This design comes from an exercise in tuning for small area, a short achievable clock period and few clock cycles per item on the open sky130 flow, not from production work.
Function was checked by simulation only, so behaviour that the tests miss may differ from the original.
In every run shown here, the design's own scripts or RTL, not TritonCTS, make the clock network.
The flow treats the clock pin as an ideal source. Dropping or thinning the clock tree relies on that and would not hold on a real chip.
Power is estimated from default activity; no workload was simulated.

==> design.v <==
module dot4_l1 (
  input  [3:0] a0, a1, a2, a3, b0, b1, b2, b3,
  output [63:0] r
);
  wire n1 = a0[0] & b0[0];
  wire n2 = a0[0] & b0[1];
  wire n3 = a0[0] & b0[2];
  wire n4 = a0[0] & b0[3];
  wire n5 = a1[0] & b1[0];
  wire n6 = a1[0] & b1[1];
  wire n7 = a1[0] & b1[2];
  wire n8 = a1[0] & b1[3];
  wire n9 = a2[0] & b2[0];
  wire n10 = a2[0] & b2[1];
  wire n11 = a2[0] & b2[2];
  wire n12 = a2[0] & b2[3];
  wire n13 = a3[0] & b3[0];
  wire n14 = a3[0] & b3[1];
  wire n15 = a3[0] & b3[2];
  wire n16 = a3[0] & b3[3];
  wire n17 = a0[1] & b0[0];
  wire n18 = a0[1] & b0[1];
  wire n19 = a0[1] & b0[2];
  wire n20 = a0[1] & b0[3];
  wire n21 = a1[1] & b1[0];
  wire n22 = a1[1] & b1[1];
  wire n23 = a1[1] & b1[2];
  wire n24 = a1[1] & b1[3];
  wire n25 = a2[1] & b2[0];
  wire n26 = a2[1] & b2[1];
  wire n27 = a2[1] & b2[2];
  wire n28 = a2[1] & b2[3];
  wire n29 = a3[1] & b3[0];
  wire n30 = a3[1] & b3[1];
  wire n31 = a3[1] & b3[2];
  wire n32 = a3[1] & b3[3];
  wire n33 = a0[2] & b0[0];
  wire n34 = a0[2] & b0[1];
  wire n35 = a0[2] & b0[2];
  wire n36 = a0[2] & b0[3];
  wire n37 = a1[2] & b1[0];
  wire n38 = a1[2] & b1[1];
  wire n39 = a1[2] & b1[2];
  wire n40 = a1[2] & b1[3];
  wire n41 = a2[2] & b2[0];
  wire n42 = a2[2] & b2[1];
  wire n43 = a2[2] & b2[2];
  wire n44 = a2[2] & b2[3];
  wire n45 = a3[2] & b3[0];
  wire n46 = a3[2] & b3[1];
  wire n47 = a3[2] & b3[2];
  wire n48 = a3[2] & b3[3];
  wire n49 = a0[3] & b0[0];
  wire n50 = a0[3] & b0[1];
  wire n51 = a0[3] & b0[2];
  wire n52 = a0[3] & b0[3];
  wire n53 = a1[3] & b1[0];
  wire n54 = a1[3] & b1[1];
  wire n55 = a1[3] & b1[2];
  wire n56 = a1[3] & b1[3];
  wire n57 = a2[3] & b2[0];
  wire n58 = a2[3] & b2[1];
  wire n59 = a2[3] & b2[2];
  wire n60 = a2[3] & b2[3];
  wire n61 = a3[3] & b3[0];
  wire n62 = a3[3] & b3[1];
  wire n63 = a3[3] & b3[2];
  wire n64 = a3[3] & b3[3];
  wire n65 = n1 ^ n5;
  wire n66 = n9 ^ n13;
  wire n67 = n65 ^ n66;
  wire n68 = ~n67 & n13;
  wire n69 = n1 & n9;
  wire n70 = n1 | n9;
  wire n71 = n5 & n70;
  wire n72 = n69 | n71;
  wire n73 = n2 ^ n6;
  wire n74 = n10 ^ n14;
  wire n75 = n73 ^ n74;
  wire n76 = n75 ^ n72;
  wire n77 = n75 ? n72 : n14;
  wire n78 = n2 & n10;
  wire n79 = n2 | n10;
  wire n80 = n6 & n79;
  wire n81 = n78 | n80;
  wire n82 = n3 ^ n7;
  wire n83 = n11 ^ n15;
  wire n84 = n82 ^ n83;
  wire n85 = n84 ^ n81;
  wire n86 = n84 ? n81 : n15;
  wire n87 = n3 & n11;
  wire n88 = n3 | n11;
  wire n89 = n7 & n88;
  wire n90 = n87 | n89;
  wire n91 = n4 ^ n8;
  wire n92 = n12 ^ n16;
  wire n93 = n91 ^ n92;
  wire n94 = n93 ^ n90;
  wire n95 = n93 ? n90 : n16;
  wire n96 = n4 & n12;
  wire n97 = n4 | n12;
  wire n98 = n8 & n97;
  wire n99 = n96 | n98;
  wire n100 = n17 ^ n21;
  wire n101 = n25 ^ n29;
  wire n102 = n100 ^ n101;
  wire n103 = ~n102 & n29;
  wire n104 = n17 & n25;
  wire n105 = n17 | n25;
  wire n106 = n21 & n105;
  wire n107 = n104 | n106;
  wire n108 = n18 ^ n22;
  wire n109 = n26 ^ n30;
  wire n110 = n108 ^ n109;
  wire n111 = n110 ^ n107;
  wire n112 = n110 ? n107 : n30;
  wire n113 = n18 & n26;
  wire n114 = n18 | n26;
  wire n115 = n22 & n114;
  wire n116 = n113 | n115;
  wire n117 = n19 ^ n23;
  wire n118 = n27 ^ n31;
  wire n119 = n117 ^ n118;
  wire n120 = n119 ^ n116;
  wire n121 = n119 ? n116 : n31;
  wire n122 = n19 & n27;
  wire n123 = n19 | n27;
  wire n124 = n23 & n123;
  wire n125 = n122 | n124;
  wire n126 = n20 ^ n24;
  wire n127 = n28 ^ n32;
  wire n128 = n126 ^ n127;
  wire n129 = n128 ^ n125;
  wire n130 = n128 ? n125 : n32;
  wire n131 = n20 & n28;
  wire n132 = n20 | n28;
  wire n133 = n24 & n132;
  wire n134 = n131 | n133;
  wire n135 = n33 ^ n37;
  wire n136 = n41 ^ n45;
  wire n137 = n135 ^ n136;
  wire n138 = ~n137 & n45;
  wire n139 = n33 & n41;
  wire n140 = n33 | n41;
  wire n141 = n37 & n140;
  wire n142 = n139 | n141;
  wire n143 = n34 ^ n38;
  wire n144 = n42 ^ n46;
  wire n145 = n143 ^ n144;
  wire n146 = n145 ^ n142;
  wire n147 = n145 ? n142 : n46;
  wire n148 = n34 & n42;
  wire n149 = n34 | n42;
  wire n150 = n38 & n149;
  wire n151 = n148 | n150;
  wire n152 = n35 ^ n39;
  wire n153 = n43 ^ n47;
  wire n154 = n152 ^ n153;
  wire n155 = n154 ^ n151;
  wire n156 = n154 ? n151 : n47;
  wire n157 = n35 & n43;
  wire n158 = n35 | n43;
  wire n159 = n39 & n158;
  wire n160 = n157 | n159;
  wire n161 = n36 ^ n40;
  wire n162 = n44 ^ n48;
  wire n163 = n161 ^ n162;
  wire n164 = n163 ^ n160;
  wire n165 = n163 ? n160 : n48;
  wire n166 = n36 & n44;
  wire n167 = n36 | n44;
  wire n168 = n40 & n167;
  wire n169 = n166 | n168;
  wire n170 = n49 ^ n53;
  wire n171 = n57 ^ n61;
  wire n172 = n170 ^ n171;
  wire n173 = ~n172 & n61;
  wire n174 = n49 & n57;
  wire n175 = n49 | n57;
  wire n176 = n53 & n175;
  wire n177 = n174 | n176;
  wire n178 = n50 ^ n54;
  wire n179 = n58 ^ n62;
  wire n180 = n178 ^ n179;
  wire n181 = n180 ^ n177;
  wire n182 = n180 ? n177 : n62;
  wire n183 = n50 & n58;
  wire n184 = n50 | n58;
  wire n185 = n54 & n184;
  wire n186 = n183 | n185;
  wire n187 = n51 ^ n55;
  wire n188 = n59 ^ n63;
  wire n189 = n187 ^ n188;
  wire n190 = n189 ^ n186;
  wire n191 = n189 ? n186 : n63;
  wire n192 = n51 & n59;
  wire n193 = n51 | n59;
  wire n194 = n55 & n193;
  wire n195 = n192 | n194;
  wire n196 = n52 ^ n56;
  wire n197 = n60 ^ n64;
  wire n198 = n196 ^ n197;
  wire n199 = n198 ^ n195;
  wire n200 = n198 ? n195 : n64;
  wire n201 = n52 & n60;
  wire n202 = n52 | n60;
  wire n203 = n56 & n202;
  wire n204 = n201 | n203;
  assign r[0] = n67;
  assign r[1] = n76;
  assign r[2] = n85;
  assign r[3] = n94;
  assign r[4] = n99;
  assign r[5] = 1'b0;
  assign r[6] = 1'b0;
  assign r[7] = 1'b0;
  assign r[8] = 1'b0;
  assign r[9] = n68;
  assign r[10] = n77;
  assign r[11] = n86;
  assign r[12] = n95;
  assign r[13] = 1'b0;
  assign r[14] = 1'b0;
  assign r[15] = 1'b0;
  assign r[16] = 1'b0;
  assign r[17] = n102;
  assign r[18] = n111;
  assign r[19] = n120;
  assign r[20] = n129;
  assign r[21] = n134;
  assign r[22] = 1'b0;
  assign r[23] = 1'b0;
  assign r[24] = 1'b0;
  assign r[25] = 1'b0;
  assign r[26] = n103;
  assign r[27] = n112;
  assign r[28] = n121;
  assign r[29] = n130;
  assign r[30] = 1'b0;
  assign r[31] = 1'b0;
  assign r[32] = 1'b0;
  assign r[33] = 1'b0;
  assign r[34] = n137;
  assign r[35] = n146;
  assign r[36] = n155;
  assign r[37] = n164;
  assign r[38] = n169;
  assign r[39] = 1'b0;
  assign r[40] = 1'b0;
  assign r[41] = 1'b0;
  assign r[42] = 1'b0;
  assign r[43] = n138;
  assign r[44] = n147;
  assign r[45] = n156;
  assign r[46] = n165;
  assign r[47] = 1'b0;
  assign r[48] = 1'b0;
  assign r[49] = 1'b0;
  assign r[50] = 1'b0;
  assign r[51] = n172;
  assign r[52] = n181;
  assign r[53] = n190;
  assign r[54] = n199;
  assign r[55] = n204;
  assign r[56] = 1'b0;
  assign r[57] = 1'b0;
  assign r[58] = 1'b0;
  assign r[59] = 1'b0;
  assign r[60] = n173;
  assign r[61] = n182;
  assign r[62] = n191;
  assign r[63] = n200;
endmodule
module dot4_l23 (
  input  [63:0] r,
  output [15:0] s
);
  wire n1 = r[1] ^ r[9];
  wire n2 = n1 ^ r[17];
  wire n3 = r[1] & r[17];
  wire n4 = r[1] | r[17];
  wire n5 = r[9] & n4;
  wire n6 = n3 | n5;
  wire n7 = r[2] ^ r[10];
  wire n8 = r[18] ^ r[26];
  wire n9 = n7 ^ n8;
  wire n10 = n9 ^ n6;
  wire n11 = n9 ? n6 : r[26];
  wire n12 = r[2] & r[18];
  wire n13 = r[2] | r[18];
  wire n14 = r[10] & n13;
  wire n15 = n12 | n14;
  wire n16 = r[3] ^ r[11];
  wire n17 = r[19] ^ r[27];
  wire n18 = n16 ^ n17;
  wire n19 = n18 ^ n15;
  wire n20 = n18 ? n15 : r[27];
  wire n21 = r[3] & r[19];
  wire n22 = r[3] | r[19];
  wire n23 = r[11] & n22;
  wire n24 = n21 | n23;
  wire n25 = r[4] ^ r[12];
  wire n26 = r[20] ^ r[28];
  wire n27 = n25 ^ n26;
  wire n28 = n27 ^ n24;
  wire n29 = n27 ? n24 : r[28];
  wire n30 = r[4] & r[20];
  wire n31 = r[4] | r[20];
  wire n32 = r[12] & n31;
  wire n33 = n30 | n32;
  wire n34 = r[21] ^ r[29];
  wire n35 = n34 ^ n33;
  wire n36 = n34 ? n33 : r[29];
  wire n37 = r[35] ^ r[43];
  wire n38 = n37 ^ r[51];
  wire n39 = r[35] & r[51];
  wire n40 = r[35] | r[51];
  wire n41 = r[43] & n40;
  wire n42 = n39 | n41;
  wire n43 = r[36] ^ r[44];
  wire n44 = r[52] ^ r[60];
  wire n45 = n43 ^ n44;
  wire n46 = n45 ^ n42;
  wire n47 = n45 ? n42 : r[60];
  wire n48 = r[36] & r[52];
  wire n49 = r[36] | r[52];
  wire n50 = r[44] & n49;
  wire n51 = n48 | n50;
  wire n52 = r[37] ^ r[45];
  wire n53 = r[53] ^ r[61];
  wire n54 = n52 ^ n53;
  wire n55 = n54 ^ n51;
  wire n56 = n54 ? n51 : r[61];
  wire n57 = r[37] & r[53];
  wire n58 = r[37] | r[53];
  wire n59 = r[45] & n58;
  wire n60 = n57 | n59;
  wire n61 = r[38] ^ r[46];
  wire n62 = r[54] ^ r[62];
  wire n63 = n61 ^ n62;
  wire n64 = n63 ^ n60;
  wire n65 = n63 ? n60 : r[62];
  wire n66 = r[38] & r[54];
  wire n67 = r[38] | r[54];
  wire n68 = r[46] & n67;
  wire n69 = n66 | n68;
  wire n70 = r[55] ^ r[63];
  wire n71 = n70 ^ n69;
  wire n72 = n70 ? n69 : r[63];
  wire n73 = n10 ^ r[34];
  wire n74 = n10 & r[34];
  wire n75 = n10 | r[34];
  wire n76 = n19 ^ n11;
  wire n77 = n76 ^ n38;
  wire n78 = n77 ^ n74;
  wire n79 = n77 & n74;
  wire n80 = n19 & n38;
  wire n81 = n19 | n38;
  wire n82 = n11 & n81;
  wire n83 = n80 | n82;
  wire n84 = n28 ^ n20;
  wire n85 = n84 ^ n46;
  wire n86 = n85 ^ n83;
  wire n87 = n85 & n83;
  wire n88 = n28 & n46;
  wire n89 = n28 | n46;
  wire n90 = n20 & n89;
  wire n91 = n88 | n90;
  wire n92 = n35 ^ n29;
  wire n93 = n55 ^ n47;
  wire n94 = n92 ^ n93;
  wire n95 = n94 ^ n91;
  wire n96 = n94 ? n91 : n47;
  wire n97 = n35 & n55;
  wire n98 = n35 | n55;
  wire n99 = n29 & n98;
  wire n100 = n97 | n99;
  wire n101 = n64 ^ n56;
  wire n102 = n36 ^ n101;
  wire n103 = n102 ^ n100;
  wire n104 = n102 ? n100 : n56;
  wire n105 = n36 & n64;
  wire n106 = n71 ^ n65;
  wire n107 = n106 ^ n105;
  wire n108 = n106 ? n105 : n65;
  assign s[0] = r[0];
  assign s[1] = n2;
  assign s[2] = n73;
  assign s[3] = n78;
  assign s[4] = n86;
  assign s[5] = n95;
  assign s[6] = n103;
  assign s[7] = n107;
  assign s[8] = 1'b0;
  assign s[9] = 1'b0;
  assign s[10] = 1'b0;
  assign s[11] = 1'b0;
  assign s[12] = n79;
  assign s[13] = n87;
  assign s[14] = n96;
  assign s[15] = n104;
endmodule
module heichips25_systolicArray #(
    parameter BITWIDTH = 4,
    parameter OUTWIDTH = 2*BITWIDTH
)(
    input                           clk,
    input                           reset,
    input        [BITWIDTH -1:0]    data_in,
    input                           load_weights,
    input                           load_inputs,
    input                           store_outputs,
    output logic [OUTWIDTH -1:0]    results,
    output logic                    valid_out
);
    logic [3:0]  wr [0:3][0:3];    
    logic [3:0]  x  [0:3][0:3];    
    logic [3:0]  cnt;        
    logic [1:0]  ph;         
    logic [3:0]  io;         
    logic [1:0]  jc;         
    logic [3:0]  wp;         
    logic        mid_r;      
    logic        m2, m3;     
    logic        st1, st2;   
    logic [63:0] r1;         
    logic [15:0] r2;         
    logic [7:0]  ca, cb;     
    always @(posedge clk) begin
        for (int k = 0; k < 4; k++) begin
            wr[k][0] <= (load_weights && cnt[3:2] == k) ? data_in : wr[k][3];
            for (int p = 1; p < 4; p++) wr[k][p] <= wr[k][p-1];
        end
    end
    always @(posedge clk) begin
        for (int r = 0; r < 4; r++) begin
            if (load_inputs && cnt[3:2] == r) begin
                x[r][0] <= data_in;
                for (int k = 1; k < 4; k++) x[r][k] <= x[r][k-1];
            end
        end
    end
    wire       mid_n = load_inputs && cnt >= 4 && cnt <= 14;   
    wire [1:0] ph1 = ph + 2'd1;
    wire [1:0] pa = ph1 - {1'b0, ph1[0]};         
    wire [1:0] pb = cnt[1:0] - 2'd2;              
    wire [1:0] pc = ph - 2'd1;                    
    wire [1:0] pd = ph - jc;                      
    logic [3:0] wp_n;
    always_comb begin
        for (int p = 0; p < 4; p++) begin
            if (mid_n)              wp_n[p] = pa == p;
            else if (store_outputs) wp_n[p] = pd == p;
            else if (load_weights)  wp_n[p] = pb == p;
            else                    wp_n[p] = pc == p;
        end
    end
    always @(posedge clk) begin
        cnt       <= reset ? 4'd0 : (load_weights || load_inputs) ? cnt + 4'd1 : cnt;
        valid_out <= !reset && load_inputs && cnt == 15;
        ph        <= load_weights ? cnt[1:0] : ph + 2'd1;
        mid_r     <= mid_n;
        if (mid_n)              jc <= {1'b0, ph1[0]};
        else if (store_outputs) jc <= jc + 2'd1;
        else                    jc <= 2'd2;
        wp        <= wp_n;
        if (mid_n || !store_outputs) io <= 4'b0001;
        else if (jc == 3)            io <= {io[2:0], io[3]};
        m2        <= mid_r;
        m3        <= m2;
        st1       <= store_outputs;
        st2       <= st1;
    end
    logic [3:0] a [0:3];
    logic [3:0] b [0:3];
    always_comb begin
        for (int k = 0; k < 4; k++) begin
            a[k] = ({4{io[0]}} & x[0][3-k]) | ({4{io[1]}} & x[1][3-k])
                 | ({4{io[2]}} & x[2][3-k]) | ({4{io[3]}} & x[3][3-k]);
            b[k] = ({4{wp[0]}} & wr[k][0]) | ({4{wp[1]}} & wr[k][1])
                 | ({4{wp[2]}} & wr[k][2]) | ({4{wp[3]}} & wr[k][3]);
        end
    end
    wire [63:0] r1_n;
    dot4_l1 l1 (
        .a0(a[0]), .a1(a[1]), .a2(a[2]), .a3(a[3]),
        .b0(b[0]), .b1(b[1]), .b2(b[2]), .b3(b[3]),
        .r(r1_n)
    );
    wire [15:0] r2_n;
    dot4_l23 l23 (.r(r1), .s(r2_n));
    wire [7:0] sum = r2[7:0] + r2[15:8];
    always @(posedge clk) begin
        r1 <= r1_n;
        r2 <= r2_n;
        ca <= m3 ? sum : cb;
        cb <= ca;
        results <= (!st1 || !st2) ? ((ph[0] ^ st1) ? ca : cb) : sum;
    end
endmodule
==> flow/run.sh <==
#!/bin/bash
# Layout flow: the standard flow (standard.sh), with one change to clock
# tree synthesis (pre_cts.tcl): the clock tree is built by TritonCTS as usual,
# then its middle level of buffers is removed so that the root buffer drives
# the leaf buffers directly. The tree stays balanced; it has one buffer less
# between the clock port and every register. Its buffers are then made
# inverters of the same drive (two inversions between the port and every
# register). The ports are buffered with buf_2 rather than the slow delay
# buffer that buffer_ports picks by default.
set -euo pipefail
work=$(pwd)
export PRE_CTS_TCL="$work/flow/pre_cts.tcl"
export BUFFER_PORTS_ARGS="-buffer_cell sky130_fd_sc_hd__buf_2"
bash standard.sh > "$work/flow_standard.log" 2>&1 || { tail -50 "$work/flow_standard.log"; exit 1; }
tail -5 "$work/flow_standard.log"
==> flow/pre_cts.tcl <==
# Sourced by ORFS's cts.tcl before clock tree synthesis (PRE_CTS_TCL).
# Wraps clock_tree_synthesis: after TritonCTS has built the tree (without
# dummy loads), each buffer between the root buffer and the leaf buffers is
# removed and the leaf buffers it drove are connected to the root buffer's
# net. Then every buffer of the tree (the root and the leaves) is replaced by
# an inverter of the same drive at the same place: the registers see the clock
# through two inversions, so its edges are unchanged, and every register is
# still reached through the same number of stages.
rename clock_tree_synthesis my_cts_orig
proc clock_tree_synthesis { args } {
  my_cts_orig {*}$args -dont_use_dummy_load
  set block [ord::get_db_block]
  set clkport [$block findBTerm clk]
  set clknet [$clkport getNet]
  # the root buffer: the one cell the clock port drives
  set roots {}
  foreach it [$clknet getITerms] {
    if {[$it isInputSignal]} { lappend roots [$it getInst] }
  }
  if {[llength $roots] != 1} { puts "pre_cts: [llength $roots] cells on the clock port, tree left as built"; return }
  set root [lindex $roots 0]
  set rootnet [[$root findITerm X] getNet]
  set removed 0
  foreach it [$rootnet getITerms] {
    if {![$it isInputSignal]} continue
    set inst [$it getInst]
    if {![string match *clkbuf* [[$inst getMaster] getName]]} continue
    set onet [[$inst findITerm X] getNet]
    set loads {}
    set allbuf 1
    foreach l [$onet getITerms] {
      if {[$l isInputSignal]} {
        lappend loads $l
        if {![string match *clkbuf* [[[$l getInst] getMaster] getName]]} { set allbuf 0 }
      }
    }
    if {!$allbuf || [llength $loads] == 0} continue
    foreach l $loads { $l disconnect; $l connect $rootnet }
    $it disconnect
    [$inst findITerm X] disconnect
    odb::dbInst_destroy $inst
    odb::dbNet_destroy $onet
    incr removed
  }
  puts "pre_cts: removed $removed middle clock buffers"
  # root and leaves: buffers -> inverters
  set inv [[ord::get_db] findMaster sky130_fd_sc_hd__clkinv_16]
  set tree [list $root]
  foreach it [$rootnet getITerms] {
    if {[$it isInputSignal]} { lappend tree [$it getInst] }
  }
  set swapped 0
  foreach inst $tree {
    if {![string match *clkbuf* [[$inst getMaster] getName]]} continue
    set in [[$inst findITerm A] getNet]
    set out [[$inst findITerm X] getNet]
    set loc [$inst getLocation]
    set name [$inst getName]
    odb::dbInst_destroy $inst
    set ni [odb::dbInst_create $block $inv ${name}_inv]
    $ni setLocation [lindex $loc 0] [lindex $loc 1]
    $ni setPlacementStatus PLACED
    [$ni findITerm A] connect $in
    [$ni findITerm Y] connect $out
    incr swapped
  }
  puts "pre_cts: $swapped clock buffers made inverters"
}
==> standard.sh <==
#!/bin/bash
# synth_recipe.tcl (not shown) runs the flow's synth.tcl, then flattens the netlist and writes it again
# the make line also repeats each setting of config.mk as NAME=value (left out here)
make -C /OpenROAD-flow-scripts/flow DESIGN_CONFIG=/design/flow/config.mk WORK_HOME=/design/flow/orfs CLKGATE_MAP_FILE= SYNTH_SCRIPT=/design/flow/synth_recipe.tcl "${@:-finish}"
==> config.mk <==
export PLATFORM = sky130hd
export DESIGN_NAME = heichips25_systolicArray
export DESIGN_NICKNAME = heichips25_systolicArray
export VERILOG_FILES = /design/flow/design.v
export SDC_FILE = /design/flow/constraint.sdc
export NUM_CORES = 4
export LEC_CHECK = 0
export CAP_MARGIN = 20
export CORE_MARGIN = 2
export CORE_UTILIZATION = 66
export CTS_CLUSTER_DIAMETER = 120
export CTS_CLUSTER_SIZE = 28
export SETUP_SLACK_MARGIN = 4.42
export SLEW_MARGIN = 20
==> constraint.sdc <==
create_clock -name core_clock -period 6.5 [get_ports {clk}]
set_input_delay 1.3000 -clock core_clock [delete_from_list [all_inputs] [get_ports {clk}]]
set_output_delay 1.3000 -clock core_clock [all_outputs]
set_load 0.01 [all_outputs]
==> results.yml, run 1 <==
status:
  status: "timing/DRC/antenna clean"
floorplan:
  ios: 18
  die_w_um: 118.9
  core_area_mm2: 0.01277
  rows: 41
  initial_utilization_pct: 68.21
  die_h_um: 118.9
  dieArea_mm2: 0.01414
synthesis:
  syn_avg_cell_area_um2: 12.91
  synthTopCellsByArea: "dfxtp_1, edfxtp_1, xnor2_1"
  ys_seq_area_share_pct: 58.36
  yosys_warnings: 9
  synthesis.area_mm2: 0.008713
  synth_top_area_share_pct: 36.30
  ys_types: 45
  async_reset_ff_share_pct: 0
  synth_edf_count: 64
  syn_inst: 675
  synth_fp_nets: 700
  ys_ff_latch: 222
  yosys.area.top_type: "dfxtp_1"
  synthFlopType: "dfxtp_1"
min_path:
  min_delay_path_depth: 0
  min_path_type: "reg -> reg"
sta:
  rsz0062_at_grt: "yes"
  relSlewSlack_pct: 53.68
  finClkSkew_ns: 0.008655
  setup_tns_ns: 0
  slew_viol_final: 0
  hold_viol: 0
  post-route-period-util_pct: 31.65
  holdWs_ns: 0.3362
  setup_ws_ns: 4.443
  fmax_mhz: 486.0
  setup_violations: 0
  fin_crit_ns: 2.057
  worst_pin_slew_ns: 0.6949
global_route:
  grt_overflow: 0
  grt_pass1_vias: 5224
  grt_usage_pct: 25.44
  grt_max_degree: 29
  grt_pass1_wl_um: 27370
  antenna_found_initial: 0
drt:
  drtAntennaViolNets: 0
  wl_um: 17180
  vias: 5190
  routedWlPerCell_um: 20.21
  route.detailed.drc: 0
  drt_iter0_drc: 433
  dr.pass1.iters: 5
  viasPerCell: 6.106
layout:
  post_route_cells_drive_above_1_share_pct: 19.03
  syn2layout_area_growth_pct: 7.596
  final_area_mm2: 0.009375
  n_antenna_cell: 0
  final_common_cell: "dfxtp_1"
  final_nets: 705
  layout_common_cells: "dfxtp_1, xnor2_1, a22oi_1, edfxtp_1, nor2_1"
  fill_cells: 837
clock_network:
  cts_num_sinks: 222
  clkLatencyLatePin_ns: 0.32
  clk_pin_slew_worst_paths_ns: 0.09
setup_path:
  crit_buf_inv: 1
  cp-start-kind: "flip-flop"
  critPathMaxStageDelay_ns: 0.33
  crit_cells: 1
  arrival_ns: 0.76
  cp_slowest_cell: "dfxtp_2"
  required_ns: 5.20
  crit_path_end_kind: "primary output"
  path_cells: "buf_6"
  path_class: "reg -> out"
  rr_worst_depth: 4
  crit_path_max_fanout: 1
  critPathTopFamily: "flip-flops"
pwr:
  total_power_mw: 3.192
  p_leak_nw: 3.388
  peakVddDrop_mv: 0.2397
  p_per_area_mw_per_mm2: 340.5
job:
  max_cap_violations: 0
placement:
  gp_congestion: 0.8328
  dp_hpwl_um: 12770
  post-place-ws_ns: 3.985
  dpl_cell_area_mm2: 0.008924
  port_buffers: 17
layer usage:
layer	track usage (%)	vias to the layer above	wire [um]
li1	-	2454	-
met1	32.82	2590	7315
met2	43.32	120	8812
met3	3.544	26	608
met4	10.34	0	440
met5	0	-	0
path summary, 6_finish.rpt:
check | startpoint | endpoint | slack, ns
worst max-delay path | valid_out | valid_out | 4.44
worst min-delay path | r1[0] | r2[0] | 0.34
worst max register to register | io[0] | r1[61] | 4.44
worst min register to register | r1[0] | r2[0] | 0.34
power by group:
group	switching (mW)	leakage [nW]	internal, mW
registers	0.172	1.89	1.63
logic	0.416	1.39	0.373
clock network	0.503	0.103	0.0988
total	1.09	3.39	2.10
worst register-to-register path, cell delays in order, from the launching register on:
cell and delay, ns:
dfxtp_2 0.45, a22oi_1 0.50, a22oi_1 0.21, maj3_1 0.44
maj3_1 0.36
state kept, by name, summed over array words and instances (netlist names), 2 cells and up:
name / cells
io: 4
ca: 8
wr: 64
results: 8
ph: 2
r1: 36
cb: 8
x: 64
jc: 2
wp: 4
cnt: 4
r2: 12
cell type report:
cell class              count  area (um2)  share of cell area [%]
inverters                  25       330.3                   3.523
flip-flops and latches    222        5110                   54.50
repair buffers             19       131.4                   1.401
well taps                 172       215.2                   2.295
multi-input cells         412        3588                   38.28
through the flow:
step,util (%),cells
3_5_place_dp,69.86,839
3_3_place_gp,69.86,839
2_1_floorplan,-,675
6_report,73.40,850
4_1_cts,72.54,850
5_1_grt,73.40,850
kinds of logic (layout without fill, tap and decap cells):
logic type,count (synthesis),after routing,share of synthesized area [%]
flops,222,222,58.36
compound gates,138,138,12.39
xor+xnor,103,103,10.68
simple gates,80,80,4.208
fa+ha+maj,59,59,8.056
buf+inv,41,44,2.298
mux,32,32,4.006
timing repair:
action / in CTS / in global routing
gates resized for setup: 15 / 25
hold buffers: 0 / 0
pin swaps: 2 / 5
buffers inserted: 2 / 0
setup endpoints to repair: 54 / 30
cell usage after synthesis, drive strengths merged (5+ instances only):
cell and n:
dfxtp 158, a22oi 90, xnor2 90, edfxtp 64, maj3 43, nor2 41
mux2 23, inv 16, buf 15, nand2 13, ha 11, xor2 11
clkbuf 10, a21oi 9, a221oi 9, a22o 9, mux2i 9, nor3 6
fa 5, o22ai 5
Testbench counts, summed over its fixed seeds: cycles 9,216, jobs 192.
==> run 2: changes to the inputs <==
--- a/design.v
+++ b/design.v
@@ -349,54 +349,52 @@
   wire n72 = n70 ? n69 : r[63];
-  wire n73 = n10 ^ r[34];
-  wire n74 = n10 & r[34];
-  wire n75 = n10 | r[34];
-  wire n76 = n19 ^ n11;
-  wire n77 = n76 ^ n38;
-  wire n78 = n77 ^ n74;
-  wire n79 = n77 & n74;
-  wire n80 = n19 & n38;
-  wire n81 = n19 | n38;
-  wire n82 = n11 & n81;
-  wire n83 = n80 | n82;
-  wire n84 = n28 ^ n20;
-  wire n85 = n84 ^ n46;
-  wire n86 = n85 ^ n83;
-  wire n87 = n85 & n83;
-  wire n88 = n28 & n46;
-  wire n89 = n28 | n46;
-  wire n90 = n20 & n89;
-  wire n91 = n88 | n90;
-  wire n92 = n35 ^ n29;
-  wire n93 = n55 ^ n47;
-  wire n94 = n92 ^ n93;
-  wire n95 = n94 ^ n91;
-  wire n96 = n94 ? n91 : n47;
-  wire n97 = n35 & n55;
-  wire n98 = n35 | n55;
-  wire n99 = n29 & n98;
-  wire n100 = n97 | n99;
-  wire n101 = n64 ^ n56;
-  wire n102 = n36 ^ n101;
-  wire n103 = n102 ^ n100;
-  wire n104 = n102 ? n100 : n56;
-  wire n105 = n36 & n64;
-  wire n106 = n71 ^ n65;
-  wire n107 = n106 ^ n105;
-  wire n108 = n106 ? n105 : n65;
+  wire n73 = n19 ^ n11;
+  wire n74 = n73 ^ n38;
+  wire n75 = n19 & n38;
+  wire n76 = n19 | n38;
+  wire n77 = n11 & n76;
+  wire n78 = n75 | n77;
+  wire n79 = n28 ^ n20;
+  wire n80 = n46 ^ n78;
+  wire n81 = n79 ^ n80;
+  wire n82 = n46 ? (n78 & ~n79) : (n78 & n79);
+  wire n83 = n28 & n46;
+  wire n84 = n28 | n46;
+  wire n85 = n20 & n84;
+  wire n86 = n83 | n85;
+  wire n87 = n35 ^ n29;
+  wire n88 = n55 ^ n47;
+  wire n89 = n87 ^ n88;
+  wire n90 = n89 ^ n86;
+  wire n91 = n89 ? n86 : n47;
+  wire n92 = n35 & n55;
+  wire n93 = n35 | n55;
+  wire n94 = n29 & n93;
+  wire n95 = n92 | n94;
+  wire n96 = n36 ^ n64;
+  wire n97 = n56 ^ n95;
+  wire n98 = n96 ^ n97;
+  wire n99 = n56 ? (n95 & ~n96) : (n95 & n96);
+  wire n100 = n36 & n56;
+  wire n101 = n36 | n56;
+  wire n102 = n64 & n101;
+  wire n103 = n100 | n102;
+  wire n104 = n71 ^ n65;
+  wire n105 = n104 ^ n103;
+  wire n106 = n104 ? n103 : n65;
   assign s[0] = r[0];
   assign s[1] = n2;
-  assign s[2] = n73;
-  assign s[3] = n78;
-  assign s[4] = n86;
-  assign s[5] = n95;
-  assign s[6] = n103;
-  assign s[7] = n107;
+  assign s[2] = n10;
+  assign s[3] = n74;
+  assign s[4] = n81;
+  assign s[5] = n90;
+  assign s[6] = n98;
+  assign s[7] = n105;
   assign s[8] = 1'b0;
   assign s[9] = 1'b0;
-  assign s[10] = 1'b0;
+  assign s[10] = r[34];
   assign s[11] = 1'b0;
-  assign s[12] = n79;
-  assign s[13] = n87;
-  assign s[14] = n96;
-  assign s[15] = n104;
+  assign s[12] = 1'b0;
+  assign s[13] = n82;
+  assign s[14] = n91;
+  assign s[15] = n99;
 endmodule
--- a/config.mk
+++ b/config.mk
@@ -12,3 +12,3 @@
 export CTS_CLUSTER_SIZE = 28
-export SETUP_SLACK_MARGIN = 4.42
+export SETUP_SLACK_MARGIN = 4.5
 export SLEW_MARGIN = 20
==> run 2 against run 1 <==
Via count rose by 0.33%. Critical path depth unchanged. Clock power barely moved. Critical path type unchanged. Largest power group unchanged. Highest routed layer unchanged.
==> results.yml, run 2 <==
status:
  status: "timing/DRC/antenna clean"
synthesis:
  syn_avg_cell_area_um2: 12.95
  syn_inst: 681
  synth_most_common_cell: "dfxtp_1"
  ys_ff_latch: 222
  synth_edf_count: 64
  synthTopCellsByArea: "dfxtp_1, edfxtp_1, xnor2_1"
  ys_seq_area_share_pct: 57.66
  synth_fp_nets: 704
  async_reset_ff_share_pct: 0
  ys_types: 50
  yosys.area.top_type: "dfxtp_1"
  yosys_warnings: 9
  synth_top_area_share_pct: 35.87
  synth_common_cells: "dfxtp_1, xnor2_1, a22oi_1"
  synthesis.area_mm2: 0.008818
  synthFlopType: "dfxtp_1"
setup_path:
  critPathTopFamily: "flip-flops"
  crit_path_end_kind: "primary output"
  critPathMaxStageDelay_ns: 0.32
  crit_path_max_fanout: 1
  cp-start-kind: "flip-flop"
  path_cells: "buf_2"
  crit_buf_inv: 1
  arrival_ns: 0.76
  required_ns: 5.20
  path_class: "reg -> out"
  cp_slowest_cell: "dfxtp_1"
sta:
  fin_crit_ns: 2.060
  fmax_mhz: 485.3
  hold_viol: 0
  worst_pin_slew_ns: 0.6571
  holdWs_ns: 0.3311
  setup_tns_ns: 0
  relSlewSlack_pct: 56.20
  rsz0062_at_grt: "yes"
  slew_viol_final: 0
  post-route-period-util_pct: 31.70
  setup_violations: 0
  finClkSkew_ns: 0.01075
placement:
  dpl_cell_area_mm2: 0.009037
  port_buffers: 17
  dp_hpwl_um: 12660
  placed_cells: 848
  gp_congestion: 0.9372
drt:
  routedWlPerCell_um: 20.24
  viasPerCell: 6.027
  route.detailed.drc: 0
  drtAntennaViolNets: 0
  vias: 5207
  dr.pass1.iters: 5
  wl_um: 17490
  drt_iter0_drc: 443
layout:
  final_nets: 713
  utilization_pct: 73.17
  syn2layout_area_growth_pct: 9.010
  final_area_mm2: 0.009613
  n_antenna_cell: 0
  post_route_cells_drive_above_1_share_pct: 21.66
  reg_top3: "wr x64, x x64, r1 x36"
  final_common_cell: "dfxtp_1"
  instances_no_fill: 864
  layout_common_cells: "dfxtp_1, xnor2_1, edfxtp_1, a22oi_1, nor2_1"
clock_network:
  cts_num_sinks: 222
  cts_hold_buf: 0
  clkLatencyLatePin_ns: 0.32
  clk_pin_slew_worst_paths_ns: 0.09
global_route:
  grt_overflow: 0
  grt_pass1_vias: 5181
  grt_pass1_wl_um: 27480
  grt_usage_pct: 25.57
  grt_max_degree: 29
  antenna_found_initial: 0
floorplan:
  ios: 18
  die_w_um: 119.6
  core_area_mm2: 0.01314
  die_h_um: 119.6
  rows: 42
  dieArea_mm2: 0.01430
  initial_utilization_pct: 67.12
min_path:
  min_path_type: "reg -> reg"
pwr:
  peakVddDrop_mv: 0.3055
  p_leak_nw: 3.456
  p_per_area_mw_per_mm2: 339.0
job:
  max_cap_violations: 0
==> run 2: area by class of cell <==
type	count	area, um2
Sequential cell	222	5122
Multi-Input combinational cell	421	3780
Fill cell	890	3525
Inverter	21	315.3
Tap cell	176	220.2
Timing Repair Buffer	24	175.2
==> run 2: worst paths after layout <==
path	start	to	slack [ns]	cells past startpoint
min reg2reg	mid_r	m2	0.33	0
max	results[0]	results[0]	4.44	1
min	mid_r	m2	0.33	0
max reg2reg	r1[53]	r2[14]	4.54	6
==> run 2: report_power, final <==
group	switching (mW)	total (mW)	leakage, nW	internal [mW]
logic	0.422	0.838	1.46	0.416
registers	0.188	1.82	1.89	1.63
clock network	0.504	0.603	0.103	0.0987
==> run 2: routing by layer <==
layer	share of wire (%)	vias up	track usage [%]
li1	-	2499	-
met1	43	2558	32.59
met2	51	119	44.14
met3	3.6	31	4.563
met4	2.2	0	8.824
met5	0	-	0
==> run 2: cell families after synthesis <==
logic type                 Yosys count  synth area share [%]
xor gates and xnor gates           104                 11.01
adders and majority gates           52                 6.924
DFF                                222                 57.66
AOI/OAI and AO/OA                  152                 14.06
and+or+nand+nor                     85                 4.540
buffers and inverters               38                 2.327
muxes                               28                 3.476
==> run 2: timing repair <==
action                                  4_1_cts  5_1_grt
endpoints found under the setup margin       64       46
gates resized for setup                      22       40
pin swaps                                     0        8
setup buffers                                 2        5
hold endpoints to repair                      0        0
==> run 2: per-stage QoR <==
stage | setup slack [ns] | power, mW
after floorplan | 4.312 | 2.409
after global placement | 4.047 | 2.564
after detailed placement | 4.025 | 2.596
after CTS | 4.426 | 3.208
after global routing | 4.398 | 3.429
final | 4.440 | 3.258
Testbench counts of run 2, summed over its fixed seeds: cycles 9,216, jobs 192.
==> run 3: changes to the inputs <==
--- a/config.mk
+++ b/config.mk
@@ -12,3 +12,3 @@
 export CTS_CLUSTER_SIZE = 28
-export SETUP_SLACK_MARGIN = 4.5
+export SETUP_SLACK_MARGIN = 4.42
 export SLEW_MARGIN = 20
==> run 3 against run 2 <==
Highest routed layer unchanged. Maximum frequency grew 0.45%. Largest power group unchanged. Area after synthesis is the same. Total power shrank 2.0%. Clock skew grew 0.0019 ns. Combinational power shrank 7.3%. Synthesized cell count is the same. Wire length shrank 1.3%. Register-to-register slack lost 0.07 ns. Still clean. Largest cell class unchanged. Critical path depth is the same. Via count shrank 0.71%.
==> results.yml, run 3 <==
layout:
  n_antenna_cell: 0
  layout_common_cells: "dfxtp_1, xnor2_1, edfxtp_1, a22oi_1, nor2_1"
  final_nets: 707
  utilization_pct: 71.85
  final_common_cell: "dfxtp_1"
  fill_cells: 911
  syn2layout_area_growth_pct: 7.037
  post_route_cells_drive_above_1_share_pct: 18.18
  reg_top3: "wr x64, x x64, r1 x36"
clock_network:
  cts_num_sinks: 222
  clk_pin_slew_worst_paths_ns: 0.09
  clkLatencyLatePin_ns: 0.32
  cts_hold_buf: 0
drt:
  routedWlPerCell_um: 20.13
  vias: 5170
  dr.pass1.iters: 5
  route.detailed.drc: 0
  drtAntennaViolNets: 0
  drt_iter0_drc: 422
  wl_um: 17270
  viasPerCell: 6.026
floorplan:
  initial_utilization_pct: 67.12
  dieArea_mm2: 0.01430
  core_area_mm2: 0.01314
  ios: 18
  die_w_um: 119.6
  die_h_um: 119.6
  rows: 42
job:
  max_cap_violations: 0
setup_path:
  crit_buf_inv: 1
  required_ns: 5.20
  arrival_ns: 0.75
  r2r_start: "r1[35]"
  crit_path_max_fanout: 1
  path_cells: "buf_6"
  cp-start-kind: "flip-flop"
  critPathLaunch: "results[0]"
  path_class: "reg -> out"
  critPathTopFamily: "flip-flops"
  crit_path_end_kind: "primary output"
  cp_slowest_cell: "dfxtp_2"
  critPathMaxStageDelay_ns: 0.33
sta:
  fin_crit_ns: 2.051
  slew_viol_final: 0
  setup_ws_ns: 4.449
  fmax_mhz: 487.5
  post-route-period-util_pct: 31.56
  relSlewSlack_pct: 54.71
  holdWs_ns: 0.3315
  hold_viol: 0
  setup_tns_ns: 0
  finClkSkew_ns: 0.01263
  worst_pin_slew_ns: 0.6793
  rsz0062_at_grt: "yes"
  setup_violations: 0
synthesis:
  synth_xor_area_share_pct: 11.01
  yosys_warnings: 9
  synthTopCellsByArea: "dfxtp_1, edfxtp_1, xnor2_1"
  synth_compound_area_share_pct: 14.06
  synth-simple-area-share_pct: 4.540
  synth_top_area_share_pct: 35.87
  synth_most_common_cell: "dfxtp_1"
  yosys.area_share.adder_pct: 6.924
  synth_common_cells: "dfxtp_1, xnor2_1, a22oi_1"
  synthFlopType: "dfxtp_1"
  ys_seq_area_share_pct: 57.66
  synthesis.area_mm2: 0.008818
  muxShareOfSynthArea_pct: 3.476
  syn_avg_cell_area_um2: 12.95
  yosys.area.top_type: "dfxtp_1"
  synth_edf_count: 64
  ys_ff_latch: 222
  syn_inst: 681
  synth_fp_nets: 704
  ys_types: 50
  async_reset_ff_share_pct: 0
  synth_top_family_by_area: "compound AO/OA/AOI/OAI gates"
min_path:
  min_path_type: "reg -> reg"
  min-delay-start: "r1[0]"
placement:
  port_buffers: 17
  gp_congestion: 0.9347
  post-place-ws_ns: 3.971
  dp_hpwl_um: 12740
global_route:
  grt_use_met1_pct: 33.41
  met3_usage_pct: 4.087
  grt-busiest-layer: "met2"
  use_met2_pct: 42.79
  grt_usage_pct: 25.38
  grt_pass1_wl_um: 27630
  grt_overflow: 0
  grt_pass1_vias: 5198
  antenna_found_initial: 0
  grt_max_degree: 29
pwr:
  total_power_mw: 3.193
  p_per_area_mw_per_mm2: 338.2
  peakVddDrop_mv: 0.2940
  p_leak_nw: 3.370
status:
  status: "timing/DRC/antenna clean"
## run 3: cell counts after synthesis
No cell type changed its count.
## run 3: cells by family (layout without fill, tap and decap cells)
| group | after synthesis | after routing |
|---|---|---|
| adders and majority gates | 52 | 52 |
| AOI/OAI and AO/OA | 152 | 152 |
| buffers and inverters | 38 | 39 |
| and+or+nand+nor | 85 | 85 |
| muxes | 28 | 28 |
| xor gates and xnor gates | 104 | 104 |
| DFF | 222 | 222 |
## run 3: layout make-up
cell class,count,area (um2),share of cell area (%)
multi-input cells,421,3671,38.89
well taps,176,220.2,2.333
repair buffers,18,117.6,1.246
inverters,21,315.3,3.340
flip-flops and latches,222,5115,54.19
## run 3: where the power goes
part           total [mW]  switching [mW]  internal [mW]
combinational       0.777           0.401          0.375
sequential           1.81           0.184           1.63
clock               0.604           0.506         0.0989
total                3.19            1.09           2.10
## run 3: layer usage
layer	part of all wire (%)	routed length [um]
met1	45	7720
met2	50	8718
met3	2.8	478
met4	2.1	355
met5	0	0
## run 3: repair_timing
action,in CTS,in global routing
setup buffers,1,0
pin swaps,0,1
endpoints found under the setup margin,48,29
gates resized for setup,12,27
## run 3: path summary, 6_finish.rpt
kind / endpoint / slack (ns) / depth (start not counted)
worst min-delay path: r2[0] / 0.33 / 0
worst min register to register: r2[0] / 0.33 / 0
worst max-delay path: results[0] / 4.45 / 1
worst max register to register: r2[13] / 4.47 / 5
## run 3: metrics by stage
stage	cells	instance area, um2
after floorplan	681	8894
after global placement	848	9007
after detailed placement	848	9007
after CTS	858	9330
after global routing	858	9439
final	858	9439
==> run 4: changes to the inputs <==
--- a/flow/run.sh
+++ b/flow/run.sh
@@ -7,3 +7,4 @@
 # inverters of the same drive (two inversions between the port and every
-# register). The ports are buffered with buf_2 rather than the slow delay
+# register). The clock port drives two root inverters, each half the leaves.
+# The ports are buffered with buf_2 rather than the slow delay
 # buffer that buffer_ports picks by default.
--- a/flow/pre_cts.tcl
+++ b/flow/pre_cts.tcl
@@ -4,3 +4,4 @@
 # removed and the leaf buffers it drove are connected to the root buffer's
-# net. Then every buffer of the tree (the root and the leaves) is replaced by
+# net, and a second root buffer, also on the clock port, takes over half of
+# the leaf buffers. Then every buffer of the tree (roots and leaves) is replaced by
 # an inverter of the same drive at the same place: the registers see the clock
@@ -45,7 +46,40 @@
   puts "pre_cts: removed $removed middle clock buffers"
-  # root and leaves: buffers -> inverters
+  # split the root: a second root buffer next to the first takes the leaf
+  # buffers on the far half (by x), so each root drives half the leaves
+  set leaves {}
+  foreach it [$rootnet getITerms] {
+    if {[$it isInputSignal]} { lappend leaves $it }
+  }
+  set n [llength $leaves]
+  if {$n >= 4} {
+    set xs {}
+    foreach it $leaves { lappend xs [list [lindex [[$it getInst] getLocation] 0] $it] }
+    set xs [lsort -integer -index 0 $xs]
+    set master [$root getMaster]
+    set loc [$root getLocation]
+    set root2 [odb::dbInst_create $block $master [$root getName]_b]
+    $root2 setLocation [lindex $loc 0] [lindex $loc 1]
+    $root2 setPlacementStatus PLACED
+    set net2 [odb::dbNet_create $block [$rootnet getName]_b]
+    $net2 setSigType CLOCK
+    [$root2 findITerm A] connect $clknet
+    [$root2 findITerm X] connect $net2
+    foreach pair [lrange $xs [expr {$n / 2}] end] {
+      set it [lindex $pair 1]
+      $it disconnect
+      $it connect $net2
+    }
+    puts "pre_cts: second root buffer drives [expr {$n - $n / 2}] of $n leaf buffers"
+  }
+  # roots and leaves: buffers -> inverters
   set inv [[ord::get_db] findMaster sky130_fd_sc_hd__clkinv_16]
-  set tree [list $root]
-  foreach it [$rootnet getITerms] {
-    if {[$it isInputSignal]} { lappend tree [$it getInst] }
+  set tree {}
+  foreach it [$clknet getITerms] {
+    if {[$it isInputSignal]} {
+      set r [$it getInst]
+      lappend tree $r
+      foreach it2 [[[$r findITerm X] getNet] getITerms] {
+        if {[$it2 isInputSignal]} { lappend tree [$it2 getInst] }
+      }
+    }
   }
--- a/config.mk
+++ b/config.mk
@@ -12,3 +12,3 @@
 export CTS_CLUSTER_SIZE = 28
-export SETUP_SLACK_MARGIN = 4.42
+export SETUP_SLACK_MARGIN = 4.55
 export SLEW_MARGIN = 20
==> run 4 against run 3 <==
Still clean on timing, DRC and antenna. Area after synthesis unchanged. Sequential power about the same. Die area unchanged.
==> results.yml, run 4 <==
floorplan:
  ios: 18
  die_h_um: 119.6
  core_area_mm2: 0.01314
  rows: 42
  initial_utilization_pct: 67.12
  dieArea_mm2: 0.01430
  die_w_um: 119.6
synthesis:
  synth_top_area_share_pct: 35.87
  synthTopCellsByArea: "dfxtp_1, edfxtp_1, xnor2_1"
  synth_common_cells: "dfxtp_1, xnor2_1, a22oi_1"
  ys_types: 50
  muxShareOfSynthArea_pct: 3.476
  async_reset_ff_share_pct: 0
  synthesis.area_mm2: 0.008818
  synth_edf_count: 64
  syn_inst: 681
  ys_seq_area_share_pct: 57.66
  ys_ff_latch: 222
  yosys_warnings: 9
  synth-simple-area-share_pct: 4.540
  yosys.area_share.adder_pct: 6.924
  synth_compound_area_share_pct: 14.06
  synth_xor_area_share_pct: 11.01
  syn_avg_cell_area_um2: 12.95
  synth_most_common_cell: "dfxtp_1"
  synth_top_family_by_area: "compound AO/OA/AOI/OAI gates"
  synthFlopType: "dfxtp_1"
  synth_fp_nets: 704
  yosys.area.top_type: "dfxtp_1"
placement:
  gp_congestion: 0.9324
  dpl_cell_area_mm2: 0.009037
  port_buffers: 17
  dp_hpwl_um: 12760
sta:
  finClkSkew_ns: 0.008359
  hold_viol: 0
  fmax_mhz: 500.9
  fin_crit_ns: 1.996
  slew_viol_final: 0
  setup_tns_ns: 0
  relSlewSlack_pct: 55.74
  setup_violations: 0
  worst_pin_slew_ns: 0.6639
  rsz0062_at_grt: "yes"
  post-route-period-util_pct: 30.71
setup_path:
  path_cells: "buf_12, mux2i_4, nor2b_2, o21ai_2, and3_1"
  crit_path_end_kind: "flip-flop"
  required_ns: 6.60
  crit_path_max_fanout: 8
  critPathMaxStageDelay_ns: 0.23
  cp-start-kind: "primary input"
  arrival_ns: 2.09
  cp_slowest_cell: "mux2i_4"
  path_class: "in -> reg"
  r2r_slack_ns: 4.56
layout:
  utilization_pct: 74.17
  syn2layout_area_growth_pct: 10.50
  layout_common_cells: "dfxtp_1, xnor2_1, edfxtp_1, a22oi_2, nor2_1"
  final_nets: 714
  final_area_mm2: 0.009744
  n_antenna_cell: 0
  reg_top3: "wr x64, x x64, r1 x36"
  final_common_cell: "dfxtp_1"
  post_route_cells_drive_above_1_share_pct: 23.80
global_route:
  antenna_found_initial: 0
  grt_pass1_wl_um: 27630
  grt_max_degree: 29
  grt_usage_pct: 25.05
  grt_pass1_vias: 5206
  grt_overflow: 0
pwr:
  total_power_mw: 3.299
  p_leak_nw: 3.477
  p_per_area_mw_per_mm2: 338.5
  peakVddDrop_mv: 0.1935
drt:
  wl_um: 17780
  viasPerCell: 6.108
  routedWlPerCell_um: 20.55
  vias: 5283
  drtAntennaViolNets: 0
  dr.pass1.iters: 5
  route.detailed.drc: 0
  drt_iter0_drc: 371
clock_network:
  clk_pin_slew_worst_paths_ns: 0.07
  cts_hold_buf: 0
  cts_num_sinks: 222
  clkLatencyLatePin_ns: 0.21
status:
  status: "timing/DRC/antenna clean"
job:
  max_cap_violations: 0
min_path:
  min_path_type: "reg -> reg"
run 4: cell count changes in the layout (fill, tap and decap cells not counted), sizes merged:
cell    before  now
buf         18   24
clkinv       9   10
run 4: repair_timing:
| item | 4_1_cts | 5_1_grt |
|---|---|---|
| setup endpoints to repair | 124 | 60 |
| pin swaps | 2 | 12 |
| buffers inserted | 4 | 3 |
| gates resized for setup | 52 | 33 |
run 4: cell families (layout without fill, tap and decap cells):
logic type               count (synthesis)  in the layout
adder cells (fa/ha/maj)                 52             52
multiplexers                            28             28
AND/OR/NAND/NOR                         85             85
flip-flops                             222            222
AO/OA/AOI/OAI                          152            152
buffers and inverters                   38             46
XOR/XNOR                               104            104
run 4: where the power goes:
part	internal, mW	switching, mW	total (mW)
Clock	0.118	0.502	0.620
Sequential	1.63	0.190	1.82
Combinational	0.416	0.445	0.861
Total	2.16	1.14	3.30
run 4: worst max-delay path: cells and delay by family:
family / cells / cell delay (ns)
AOI/OAI and AO/OA: 1 / 0.07
buffers and inverters: 1 / 0.10
muxes: 1 / 0.23
and+or+nand+nor: 2 / 0.38
run 4: stage by stage:
step / std cells / setup slack [ns] / hold WS [ns]
2_1_floorplan: 681 / 4.312 / 0.3096
3_3_place_gp: 848 / 4.048 / 0.3136
3_5_place_dp: 848 / 4.015 / 0.3158
4_1_cts: 862 / 4.512 / 0.3318
5_1_grt: 865 / 4.469 / 0.3493
6_report: 865 / 4.504 / 0.3314
run 4: worst paths after layout:
check                     from  endpoint  depth (start not counted)
hold / removal           mid_r        m2                          0
setup reg to reg        r1[45]     r2[7]                          7
hold reg to reg          mid_r        m2                          0
setup / recovery  load_weights     wp[2]                          5
run 4: final cells by class:
| type | count | area [um2] |
|---|---|---|
| fillers | 877 | 3393 |
| inverters | 22 | 345.3 |
| multi-input cells | 421 | 3876 |
| flip-flops and latches | 222 | 5117 |
| well taps | 176 | 220.2 |
| repair buffers | 24 | 185.2 |
run 4: metal layers:
layer / vias to the layer above / GRT usage [%] / wire length (um)
li1: 2493 / - / -
met1: 2656 / 33.71 / 7784
met2: 100 / 42.57 / 9114
met3: 34 / 3.565 / 524
met4: 0 / 7.426 / 352
met5: - / 0 / 0
==> run 5: changes to the inputs <==
--- a/config.mk
+++ b/config.mk
@@ -12,3 +12,3 @@
 export CTS_CLUSTER_SIZE = 28
-export SETUP_SLACK_MARGIN = 4.55
+export SETUP_SLACK_MARGIN = 4.48
 export SLEW_MARGIN = 20
==> run 5 against run 4 <==
Still clean on timing, DRC and antenna. Area after synthesis did not move. Clock power barely moved. Global-route usage rose by 0.18 points. Clock skew rose by 0.0013 ns. Total power fell by 1.8%. Largest power group unchanged.
==> results.yml, run 5 <==
status:
  status: "timing/DRC/antenna clean"
drt:
  wl_um: 17380
  route.detailed.drc: 0
  drtAntennaViolNets: 0
  vias: 5226
  viasPerCell: 6.056
  dr.pass1.iters: 5
  drt_iter0_drc: 407
  routedWlPerCell_um: 20.14
synthesis:
  synth_top_family_by_area: "compound AO/OA/AOI/OAI gates"
  synth_compound_area_share_pct: 14.06
  synth_top_area_share_pct: 35.87
  synth_common_cells: "dfxtp_1, xnor2_1, a22oi_1"
  synthTopCellsByArea: "dfxtp_1, edfxtp_1, xnor2_1"
  synth_most_common_cell: "dfxtp_1"
  synth_fp_nets: 704
  ys_types: 50
  synthesis.area_mm2: 0.008818
  synth-simple-area-share_pct: 4.540
  syn_avg_cell_area_um2: 12.95
  yosys.area_share.adder_pct: 6.924
  synth_xor_area_share_pct: 11.01
  syn_inst: 681
  synthFlopType: "dfxtp_1"
  async_reset_ff_share_pct: 0
  yosys.area.top_type: "dfxtp_1"
  ys_seq_area_share_pct: 57.66
  synth_edf_count: 64
  ys_ff_latch: 222
  yosys_warnings: 9
  muxShareOfSynthArea_pct: 3.476
floorplan:
  dieArea_mm2: 0.01430
  die_h_um: 119.6
  die_w_um: 119.6
  ios: 18
  core_area_mm2: 0.01314
  initial_utilization_pct: 67.12
  rows: 42
pwr:
  power_frac_clock_pct: 19.1
  sw_frac_of_total_pct: 33.80
  peakVddDrop_mv: 0.2077
  comb_power_share_pct: 25.0
  p_sw_mw: 1.095
  p_seq_share_pct: 55.9
  p_leak_nw: 3.441
  p_per_area_mw_per_mm2: 339.2
  p_int_mw: 2.145
global_route:
  grt_pass1_wl_um: 27680
  grt_pass1_vias: 5219
  antenna_found_initial: 0
  grt_usage_pct: 25.23
  grt_overflow: 0
  grt_max_degree: 29
placement:
  dp_hpwl_um: 12660
  dpl_cell_area_mm2: 0.009037
  port_buffers: 17
  gp_congestion: 0.9372
setup_path:
  critPathLaunch: "load_weights"
  crit_path_end_kind: "flip-flop"
  arrival_ns: 2.08
  rr_worst_depth: 5
  required_ns: 6.60
  r2r_start: "r1[35]"
  crit_path_max_fanout: 8
  rr_endpoint: "r2[13]"
  cp-start-kind: "primary input"
  r2r_slack_ns: 4.52
  path_class: "in -> reg"
layout:
  final_nets: 712
  regArea_mm2: 0.005117
  n_antenna_cell: 0
  fill_cells: 903
  syn2layout_area_growth_pct: 8.300
  reg_top3: "wr x64, x x64, r1 x36"
  post_route_cells_drive_above_1_share_pct: 19.21
  final_area_mm2: 0.009550
  layout_common_cells: "dfxtp_1, xnor2_1, edfxtp_1, a22oi_1, nor2_1"
  multi_input_area_mm2: 0.003716
  final_common_cell: "dfxtp_1"
min_path:
  whs_endpoint: "m2"
  min_delay_path_depth: 0
  min-delay-start: "mid_r"
  min_path_type: "reg -> reg"
sta:
  setup_tns_ns: 0
  post-route-period-util_pct: 30.51
  finClkSkew_ns: 0.009692
  hold_viol: 0
  fmax_mhz: 504.3
  worst_pin_slew_ns: 0.6967
  slew_viol_final: 0
  relSlewSlack_pct: 53.55
  rsz0062_at_grt: "yes"
  fin_crit_ns: 1.983
  setup_violations: 0
clock_network:
  clkLatencyLatePin_ns: 0.21
  cts_num_sinks: 222
  cts_hold_buf: 0
  clk_pin_slew_worst_paths_ns: 0.07
job:
  max_cap_violations: 0
[run 5: critical path, cell delays in order]
cell	delay, ns
buf_6	0.12
nor3b_4	0.17
buf_4	0.18
mux2_4	0.30
[run 5: power groups by stage]
stage,Combinational [mW],Sequential [mW],Clock [mW]
floorplan,0.669,1.74,0
global placement,0.750,1.81,0
detailed placement,0.769,1.83,0
CTS,0.781,1.80,0.638
global route,0.886,1.84,0.694
finish,0.810,1.81,0.619
[run 5: how the worst max path moves through the flow]
stage | end | depth (start not counted)
2_1_floorplan | cnt[3] | 6
3_3_place_gp | x[0][2] | 2
3_5_place_dp | x[0][2] | 2
4_1_cts | r1[10] | 5
5_1_grt | r1[12] | 4
6_report | wr[0][0] | 4
[run 5: cell type report]
type	instances	area share [%]
inverters	22	3.616
multi-input cells	421	38.91
repair buffers	22	1.585
well taps	176	2.306
flip-flops and latches	222	53.58
[run 5: what timing repair did]
item | in CTS | in global routing
pin swaps | 2 | 7
setup endpoints to repair | 97 | 51
gates resized for setup | 22 | 27
buffers inserted | 3 | 2
hold endpoints to repair | 0 | 0
[run 5: cells by family (layout without fill, tap and decap cells)]
| kind of cell | count (synthesis) | in the layout |
|---|---|---|
| buffers and inverters | 38 | 44 |
| xor gates and xnor gates | 104 | 104 |
| DFF | 222 | 222 |
| AOI/OAI and AO/OA | 152 | 152 |
| adders and majority gates | 52 | 52 |
| muxes | 28 | 28 |
| and+or+nand+nor | 85 | 85 |
[run 5: layer usage]
layer  GRT usage (%)  vias up  wire [um]
met5               0        -          0
met4           7.353        0        328
met3           3.470       29        537
met2           44.04      100       8897
met1           33.01     2600       7621
li1                -     2497          -
[run 5: per-stage QoR]
step / worst slack [ns] / instances / hold WS, ns / utilization (%) / total power, mW
2_1_floorplan: 4.312 / 681 / 0.3096 / - / 2.409
3_3_place_gp: 4.047 / 848 / 0.3136 / 68.79 / 2.564
3_5_place_dp: 4.025 / 848 / 0.3121 / 68.79 / 2.596
4_1_cts: 4.472 / 861 / 0.3292 / 71.86 / 3.225
5_1_grt: 4.458 / 863 / 0.3445 / 72.70 / 3.416
6_report: 4.517 / 863 / 0.3270 / 72.70 / 3.239

[separate check: timing with driven ports]
Ports are ideal in the flow. The routed layouts listed here were re-timed in OpenROAD.
Step 1 (the two cells are an assumption about what drives the block):
set clk [get_ports {clk}]
set_driving_cell -lib_cell sky130_fd_sc_hd__clkbuf_16 $clk
set_driving_cell -lib_cell sky130_fd_sc_hd__buf_2 [delete_from_list [all_inputs] $clk]
Step 2, shift: input delay + t, output delay - t, t = (earliest + latest rising clock arrival at the registers) / 2. This alone moves slack from input paths to output paths.
a / b / c = no drivers / after step 1 / after step 2; a / b = the first two.
run | t (ns) | setup WS [ns] | hold WS [ns] | latest minus earliest clock arrival (ns) | cell pins on the clock port's net
run 1 | 0.387 | 4.443 / 4.368 / 4.123 | 0.336 / 0.336 / 0.336 | 0.010 / 0.010 | 1
run 2 | 0.397 | 4.440 / 4.361 / 4.212 | 0.331 / 0.331 / 0.331 | 0.013 / 0.013 | 1
run 3 | 0.390 | 4.449 / 4.371 / 4.145 | 0.331 / 0.331 / 0.331 | 0.014 / 0.015 | 1
run 4 | 0.322 | 4.504 / 4.443 / 4.240 | 0.331 / 0.331 / 0.331 | 0.009 / 0.009 | 2
run 5 | 0.327 | 4.517 / 4.423 / 4.276 | 0.327 / 0.327 / 0.327 | 0.010 / 0.010 | 2
After both steps every run listed still meets setup and hold. The setup slack of run 1, which loses most, moves by -0.075 ns with the drivers and by -0.320 ns with both steps.
